What follows belongs to an exercise in optimizing a design on an open flow for small area and a short achievable clock period; a production flow would make more cautious choices.
At most, simulation tests tie the RTL to the original design; equivalence was not proved.

==> inputs of branch garnet <==
## ddfs
module ddfs (
    input  logic        clk,
    input  logic        rst_n,
    input  logic [7:0]  freq_i,
    output logic [15:0] sine_o,
    output logic [15:0] cosine_o
);
==> module cordic_unit, before the edit <==
module cordic_unit #(
    parameter int          SHIFT = 0,
    parameter logic [15:0] TAN   = 16'h0,
    parameter int          ZWI   = 16,
    parameter int          ZWO   = 16
) (
    input  logic                   clk,
    input  logic signed [15:0]     x_i,
    input  logic signed [15:0]     y_i,
    input  logic        [15:0]     z_i,
    output logic signed [15:0]     x_o,
    output logic signed [15:0]     y_o,
    output logic        [15:0]     z_o
);
    logic [ZWO-1:0] z_r;
    assign z_o = 16'(z_r);
    logic        neg;
    logic [15:0] ys, xs;
    assign neg = z_i[ZWI-1];
    assign ys  = 16'(y_i >>> SHIFT) ^ {16{~neg}};
    assign xs  = 16'(x_i >>> SHIFT) ^ {16{neg}};
    always_ff @(posedge clk) begin
        x_o <= x_i + ys + {15'd0, ~neg};
        y_o <= y_i + xs + {15'd0, neg};
        z_r <= neg ? ZWO'(z_i) + ZWO'(TAN) : ZWO'(z_i) - ZWO'(TAN);
    end
endmodule
==> module cordic_angle_acc, before the edit <==
module cordic_angle_acc (
    input  logic        clk,
    input  logic        rst_n,
    input  logic [7:0]  freq_i,
    output logic [15:0] angle_o
);
    localparam logic [35:0] C = 36'hC6980C68B;
    function automatic logic [43:0] TL(input logic [3:0] n);   
        case (n)
            4'd0: TL = 44'h00000000000;
            4'd1: TL = 44'h00c6980c68b;
            4'd2: TL = 44'h018d3018d16;
            4'd3: TL = 44'h0253c8253a1;
            4'd4: TL = 44'h031a6031a2c;
            4'd5: TL = 44'h03e0f83e0b7;
            4'd6: TL = 44'h04a7904a742;
            4'd7: TL = 44'h056e2856dcd;
            4'd8: TL = 44'h0634c063458;
            4'd9: TL = 44'h06fb586fae3;
            4'd10: TL = 44'h07c1f07c16e;
            4'd11: TL = 44'h088888887f9;
            4'd12: TL = 44'h094f2094e84;
            4'd13: TL = 44'h0a15b8a150f;
            4'd14: TL = 44'h0adc50adb9a;
            4'd15: TL = 44'h0ba2e8ba225;
        endcase
    endfunction
    function automatic logic [43:0] TH(input logic [3:0] n);   
        case (n)
            4'd0: TH = 44'h00000000000;
            4'd1: TH = 44'h0c6980c68b0;
            4'd2: TH = 44'h18d3018d160;
            4'd3: TH = 44'h253c8253a10;
            4'd4: TH = 44'h31a6031a2c0;
            4'd5: TH = 44'h3e0f83e0b70;
            4'd6: TH = 44'h4a7904a7420;
            4'd7: TH = 44'h56e2856dcd0;
            4'd8: TH = 44'h634c0634580;
            4'd9: TH = 44'h6fb586fae30;
            4'd10: TH = 44'h7c1f07c16e0;
            4'd11: TH = 44'h88888887f90;
            4'd12: TH = 44'h94f2094e840;
            4'd13: TH = 44'ha15b8a150f0;
            4'd14: TH = 44'hadc50adb9a0;
            4'd15: TH = 44'hba2e8ba2250;
        endcase
    endfunction
    logic [7:0]  f0, f1, f2;
    logic [1:0]  s_a;
    logic        c_a, c_b, c_lo;
    logic [15:0] inc_lo, inc_hi;
    logic [15:0] acc_lo, acc_hi;
    logic [43:0] u0h, u0l, u1h, u1l, u2h, u2l;
    logic [14:0] s0;
    logic [14:0] s1;
    logic [16:0] a_lo;
    assign u0h  = TH(f0[7:4]);
    assign u0l  = TL(f0[3:0]);
    assign u1h  = TH(f1[7:4]);
    assign u1l  = TL(f1[3:0]);
    assign u2h  = TH(f2[7:4]);
    assign u2l  = TL(f2[3:0]);
    assign s0   = {1'b0, u0h[13:0]} + {1'b0, u0l[13:0]};
    assign s1   = {1'b0, u1h[27:14]} + {1'b0, u1l[27:14]} + {14'd0, c_a};
    assign a_lo = {1'b0, acc_lo} + {1'b0, inc_lo};
    assign angle_o = acc_hi;
    always_ff @(posedge clk, negedge rst_n) begin
        if (!rst_n) begin
            f0     <= 0;
            f1     <= 0;
            f2     <= 0;
            s_a    <= 0;
            c_a    <= 0;
            inc_lo <= 0;
            c_b    <= 0;
            inc_hi <= 0;
            acc_lo <= 0;
            c_lo   <= 0;
            acc_hi <= 0;
        end else begin
            f0     <= freq_i;
            f1     <= f0;
            s_a    <= s0[13:12];
            c_a    <= s0[14];
            f2     <= f1;
            inc_lo <= {s1[13:0], s_a};
            c_b    <= s1[14];
            inc_hi <= u2h[43:28] + u2l[43:28] + {15'd0, c_b};
            acc_lo <= a_lo[15:0];
            c_lo   <= a_lo[16];
            acc_hi <= acc_hi + inc_hi + {15'd0, c_lo};
        end
    end
endmodule
Settings: LEC_CHECK=0, ABC_AREA=1, CAP_MARGIN=20, CORE_MARGIN=2, CORE_UTILIZATION=45, CTS_CLUSTER_DIAMETER=100, CTS_CLUSTER_SIZE=30, PLACE_DENSITY=0.6, SLEW_MARGIN=20; clock period 8.0 ns.
standard.sh (not shown) runs the stock make flow with config.mk's settings and CLKGATE_MAP_FILE= SYNTH_SCRIPT=/design/flow/synth_recipe.tcl, a recipe that flattens the netlist after the stock synthesis.
==> flow/flow/run.sh <==
#!/bin/bash
set -euo pipefail
export BUFFER_PORTS_ARGS="-buffer_cell sky130_fd_sc_hd__buf_4"
export SETUP_SLACK_MARGIN=5.4
bash standard.sh > standard.log 2>&1
==> inputs of branch indigo, as changes to branch garnet <==
--- a/flow/design.v
+++ b/flow/design.v
@@ -14,14 +14,34 @@
 );
     logic [ZWO-1:0] z_r;
     assign z_o = 16'(z_r);
+    function automatic logic [15:0] add16(input logic [15:0] a, input logic [15:0] b, input logic ci);
+        logic [15:0] g, p, G, P, c;
+        g = a & b;
+        p = a ^ b;
+        g[0] = g[0] | (p[0] & ci);
+        G = g;
+        P = p;
+        for (int l = 1; l < 16; l = l * 2)
+            for (int k = 2 * l - 1; k < 16; k = k + 2 * l) begin
+                G[k] = G[k] | (P[k] & G[k-l]);
+                P[k] = P[k] & P[k-l];
+            end
+        for (int l = 4; l >= 1; l = l / 2)
+            for (int k = 3 * l - 1; k < 16; k = k + 2 * l) begin
+                G[k] = G[k] | (P[k] & G[k-l]);
+                P[k] = P[k] & P[k-l];
+            end
+        c = {G[14:0], ci};
+        add16 = p ^ c;
+    endfunction
     logic        neg;
     logic [15:0] ys, xs;
     assign neg = z_i[ZWI-1];
     assign ys  = 16'(y_i >>> SHIFT) ^ {16{~neg}};
     assign xs  = 16'(x_i >>> SHIFT) ^ {16{neg}};
     always_ff @(posedge clk) begin
-        x_o <= x_i + ys + {15'd0, ~neg};
-        y_o <= y_i + xs + {15'd0, neg};
+        x_o <= add16(x_i, ys, ~neg);
+        y_o <= add16(y_i, xs, neg);
         z_r <= neg ? ZWO'(z_i) + ZWO'(TAN) : ZWO'(z_i) - ZWO'(TAN);
     end
 endmodule
@@ -255,50 +275,50 @@
             4'd15: TH = 44'hba2e8ba2250;
         endcase
     endfunction
-    logic [7:0]  f0, f1, f2;
-    logic [1:0]  s_a;
-    logic        c_a, c_b, c_lo;
-    logic [15:0] inc_lo, inc_hi;
+    logic [7:0]  fz, fa, fb, fc;
+    logic        c12;
+    logic        ca, cb;
     logic [15:0] acc_lo, acc_hi;
-    logic [43:0] u0h, u0l, u1h, u1l, u2h, u2l;
-    logic [14:0] s0;
-    logic [14:0] s1;
-    logic [16:0] a_lo;
-    assign u0h  = TH(f0[7:4]);
-    assign u0l  = TL(f0[3:0]);
-    assign u1h  = TH(f1[7:4]);
-    assign u1l  = TL(f1[3:0]);
-    assign u2h  = TH(f2[7:4]);
-    assign u2l  = TL(f2[3:0]);
-    assign s0   = {1'b0, u0h[13:0]} + {1'b0, u0l[13:0]};
-    assign s1   = {1'b0, u1h[27:14]} + {1'b0, u1l[27:14]} + {14'd0, c_a};
-    assign a_lo = {1'b0, acc_lo} + {1'b0, inc_lo};
+    logic [43:0] uah, ual, ubh, ubl, uch, ucl;
+    logic [12:0] s12;
+    logic [16:0] s_lo;
+    logic [15:0] ps_lo, pc_lo, ps_hi, pc_hi;
+    logic [16:0] s_hi;
+    assign uah  = TH(fa[7:4]);
+    assign ual  = TL(fa[3:0]);
+    assign ubh  = TH(fb[7:4]);
+    assign ubl  = TL(fb[3:0]);
+    assign uch  = TH(fc[7:4]);
+    assign ucl  = TL(fc[3:0]);
+    assign s12  = {1'b0, uah[11:0]} + {1'b0, ual[11:0]};
+    assign ps_lo = acc_lo ^ ubh[27:12] ^ ubl[27:12];
+    assign pc_lo = (acc_lo & ubh[27:12]) | (acc_lo & ubl[27:12]) | (ubh[27:12] & ubl[27:12]);
+    assign s_lo  = {1'b0, ps_lo} + {1'b0, pc_lo[14:0], c12};
+    assign ps_hi = acc_hi ^ uch[43:28] ^ ucl[43:28];
+    assign pc_hi = (acc_hi & uch[43:28]) | (acc_hi & ucl[43:28]) | (uch[43:28] & ucl[43:28]);
+    assign s_hi  = {ps_hi, 1'b1} + {pc_hi[14:0], ca, cb};
     assign angle_o = acc_hi;
     always_ff @(posedge clk, negedge rst_n) begin
         if (!rst_n) begin
-            f0     <= 0;
-            f1     <= 0;
-            f2     <= 0;
-            s_a    <= 0;
-            c_a    <= 0;
-            inc_lo <= 0;
-            c_b    <= 0;
-            inc_hi <= 0;
+            fz     <= 0;
+            fa     <= 0;
+            fb     <= 0;
+            fc     <= 0;
+            c12    <= 0;
+            ca     <= 0;
+            cb     <= 0;
             acc_lo <= 0;
-            c_lo   <= 0;
             acc_hi <= 0;
         end else begin
-            f0     <= freq_i;
-            f1     <= f0;
-            s_a    <= s0[13:12];
-            c_a    <= s0[14];
-            f2     <= f1;
-            inc_lo <= {s1[13:0], s_a};
-            c_b    <= s1[14];
-            inc_hi <= u2h[43:28] + u2l[43:28] + {15'd0, c_b};
-            acc_lo <= a_lo[15:0];
-            c_lo   <= a_lo[16];
-            acc_hi <= acc_hi + inc_hi + {15'd0, c_lo};
+            fz     <= freq_i;
+            fa     <= fz;
+            fb     <= fa;
+            c12    <= s12[12];
+            fc     <= fb;
+            acc_lo <= s_lo[15:0];
+            ca     <= s_lo[16];
+            cb     <= pc_lo[15];
+            acc_hi <= s_hi[16:1];
         end
     end
 endmodule
==> flow/run.sh (new file) <==
#!/bin/bash
# synth_recipe.tcl (not shown) runs the flow's synth.tcl, then flattens the netlist and writes it again
# the make line also repeats each setting of config.mk as NAME=value (left out here)
make -C /OpenROAD-flow-scripts/flow DESIGN_CONFIG=/design/flow/config.mk WORK_HOME=/design/flow/orfs CLKGATE_MAP_FILE= SYNTH_SCRIPT=/design/flow/synth_recipe.tcl finish
ABC_AREA = unset   (was 1)
SETUP_SLACK_MARGIN = 5   (was unset)
removed: flow/flow/run.sh
removed: flow/standard.sh
==> inputs of branch umber, as changes to branch garnet <==
--- a/flow/design.v
+++ b/flow/design.v
@@ -256,22 +256,17 @@
         endcase
     endfunction
     logic [7:0]  f0, f1, f2;
-    logic [1:0]  s_a;
-    logic        c_a, c_b, c_lo;
     logic [15:0] inc_lo, inc_hi;
+    logic        c_a, c_lo;
     logic [15:0] acc_lo, acc_hi;
-    logic [43:0] u0h, u0l, u1h, u1l, u2h, u2l;
-    logic [14:0] s0;
-    logic [14:0] s1;
+    logic [43:0] u1h, u1l, u2h, u2l;
+    logic [28:0] s_lo;
     logic [16:0] a_lo;
-    assign u0h  = TH(f0[7:4]);
-    assign u0l  = TL(f0[3:0]);
     assign u1h  = TH(f1[7:4]);
     assign u1l  = TL(f1[3:0]);
     assign u2h  = TH(f2[7:4]);
     assign u2l  = TL(f2[3:0]);
-    assign s0   = {1'b0, u0h[13:0]} + {1'b0, u0l[13:0]};
-    assign s1   = {1'b0, u1h[27:14]} + {1'b0, u1l[27:14]} + {14'd0, c_a};
+    assign s_lo = {1'b0, u1h[27:0]} + {1'b0, u1l[27:0]};
     assign a_lo = {1'b0, acc_lo} + {1'b0, inc_lo};
     assign angle_o = acc_hi;
     always_ff @(posedge clk, negedge rst_n) begin
@@ -279,10 +274,8 @@
             f0     <= 0;
             f1     <= 0;
             f2     <= 0;
-            s_a    <= 0;
-            c_a    <= 0;
             inc_lo <= 0;
-            c_b    <= 0;
+            c_a    <= 0;
             inc_hi <= 0;
             acc_lo <= 0;
             c_lo   <= 0;
@@ -290,12 +283,10 @@
         end else begin
             f0     <= freq_i;
             f1     <= f0;
-            s_a    <= s0[13:12];
-            c_a    <= s0[14];
             f2     <= f1;
-            inc_lo <= {s1[13:0], s_a};
-            c_b    <= s1[14];
-            inc_hi <= u2h[43:28] + u2l[43:28] + {15'd0, c_b};
+            inc_lo <= s_lo[27:12];
+            c_a    <= s_lo[28];
+            inc_hi <= u2h[43:28] + u2l[43:28] + {15'd0, c_a};
             acc_lo <= a_lo[15:0];
             c_lo   <= a_lo[16];
             acc_hi <= acc_hi + inc_hi + {15'd0, c_lo};
==> flow/run.sh (new file) <==
#!/bin/bash
# synth_recipe.tcl (not shown) runs the flow's synth.tcl, then flattens the netlist and writes it again
# the make line also repeats each setting of config.mk as NAME=value (left out here)
make -C /OpenROAD-flow-scripts/flow DESIGN_CONFIG=/design/flow/config.mk WORK_HOME=/design/flow/orfs CLKGATE_MAP_FILE= SYNTH_SCRIPT=/design/flow/synth_recipe.tcl finish
CTS_CLUSTER_DIAMETER = unset   (was 100)
CTS_CLUSTER_SIZE = unset   (was 30)
removed: flow/flow/run.sh
removed: flow/standard.sh
==> summary.txt <==
item	branch umber	branch garnet	branch indigo
Result of the run	no timing/DRC/antenna violations	no timing/DRC/antenna violations	no timing/DRC/antenna violations
Vias in the first global route	28600	28100	24200
Routability-driven placement congestion ratio	0.953	0.941	0.881
Part of the Yosys area used for sequential elements	0.321	0.324	0.335
Antenna violations before repair	0	1	1
Number of cells after detailed placement	5519	5437	4177
Mean number of vias per cell	5.24	5.21	5.22
Final Cycle Share	0.458	0.336	0.423
Finished Cell Area	40000 µm²	40600 µm²	39700 µm²
Length of the first detailed-routing pass in iterations	6	5	6
Mux share of post-synthesis cell area	0	0	0.0166
Drt first-iter violations	1646	1783	1153
Buf+Inv Stages, Crit Path	2	1	3
Worst Clk Skew	11.8 ps	21.4 ps	21.3 ps
CP Launch Point	CORDIC_CORE.d4_r$_DFF_P_	CORDIC_CORE.g_it[15].u.x_o[1]$_DFF_P_	ANG_ACC.fc[5]$_DFF_PN0_
Maximum clock rate	273 MHz	373 MHz	296 MHz
Placed cell areas	37700 µm²	37500 µm²	34800 µm²
Most common library cell in the layout ignoring fill and taps	sky130_fd_sc_hd__nand2_1	sky130_fd_sc_hd__nand2_1	sky130_fd_sc_hd__dfxtp_1
Library cell with the highest instance count after synthesis	sky130_fd_sc_hd__nand2_1	sky130_fd_sc_hd__nand2_1	sky130_fd_sc_hd__dfxtp_1
Worst reg2reg path depth	13	16	16
Detail-routed net length per standard cell	15.9 µm	15.2 µm	17.1 µm
The RTL of branch indigo and branch umber was laid out without a check of its function.

[what the ideal ports hide]
No port has a modelled driver above. Below, the same layouts with a new extraction and two added sets of constraints.
Step 1 (the two cells are an assumption about what drives the block):
set clk [get_ports {clk}]
set_driving_cell -lib_cell sky130_fd_sc_hd__clkbuf_16 $clk
set_driving_cell -lib_cell sky130_fd_sc_hd__buf_2 [delete_from_list [all_inputs] $clk]
Step 2 moves the port delays by t, midway between the first and last clock arrival at a register: inputs arrive t later, outputs are due t later. That takes back most of the time a late clock gives input paths.
a / b / c = ideal ports / drivers / drivers and shift; a / b = the first two.
| run | t (ns) | slack for setup (ns) | worst register clock-pin slew, ns | worst slew at a driven data input, ns | cell pins on the clock port's net |
|---|---|---|---|---|---|
| branch garnet | 0.694 | 5.316 / 5.248 / 5.291 | 0.11 / 0.11 | 0.03 | 1 |
| branch indigo | 0.653 | 4.617 / 4.617 / 4.617 | 0.11 / 0.11 | 0.04 | 1 |
| branch umber | 0.669 | 4.336 / 4.336 / 4.336 | 0.06 / 0.06 | 0.05 | 1 |
After both steps setup and hold are still met in every run listed. For branch garnet, which loses most, drivers alone change the setup slack by -0.068 ns; drivers and shift together by -0.025 ns. The worst setup slack also covers recovery checks on asynchronous resets.
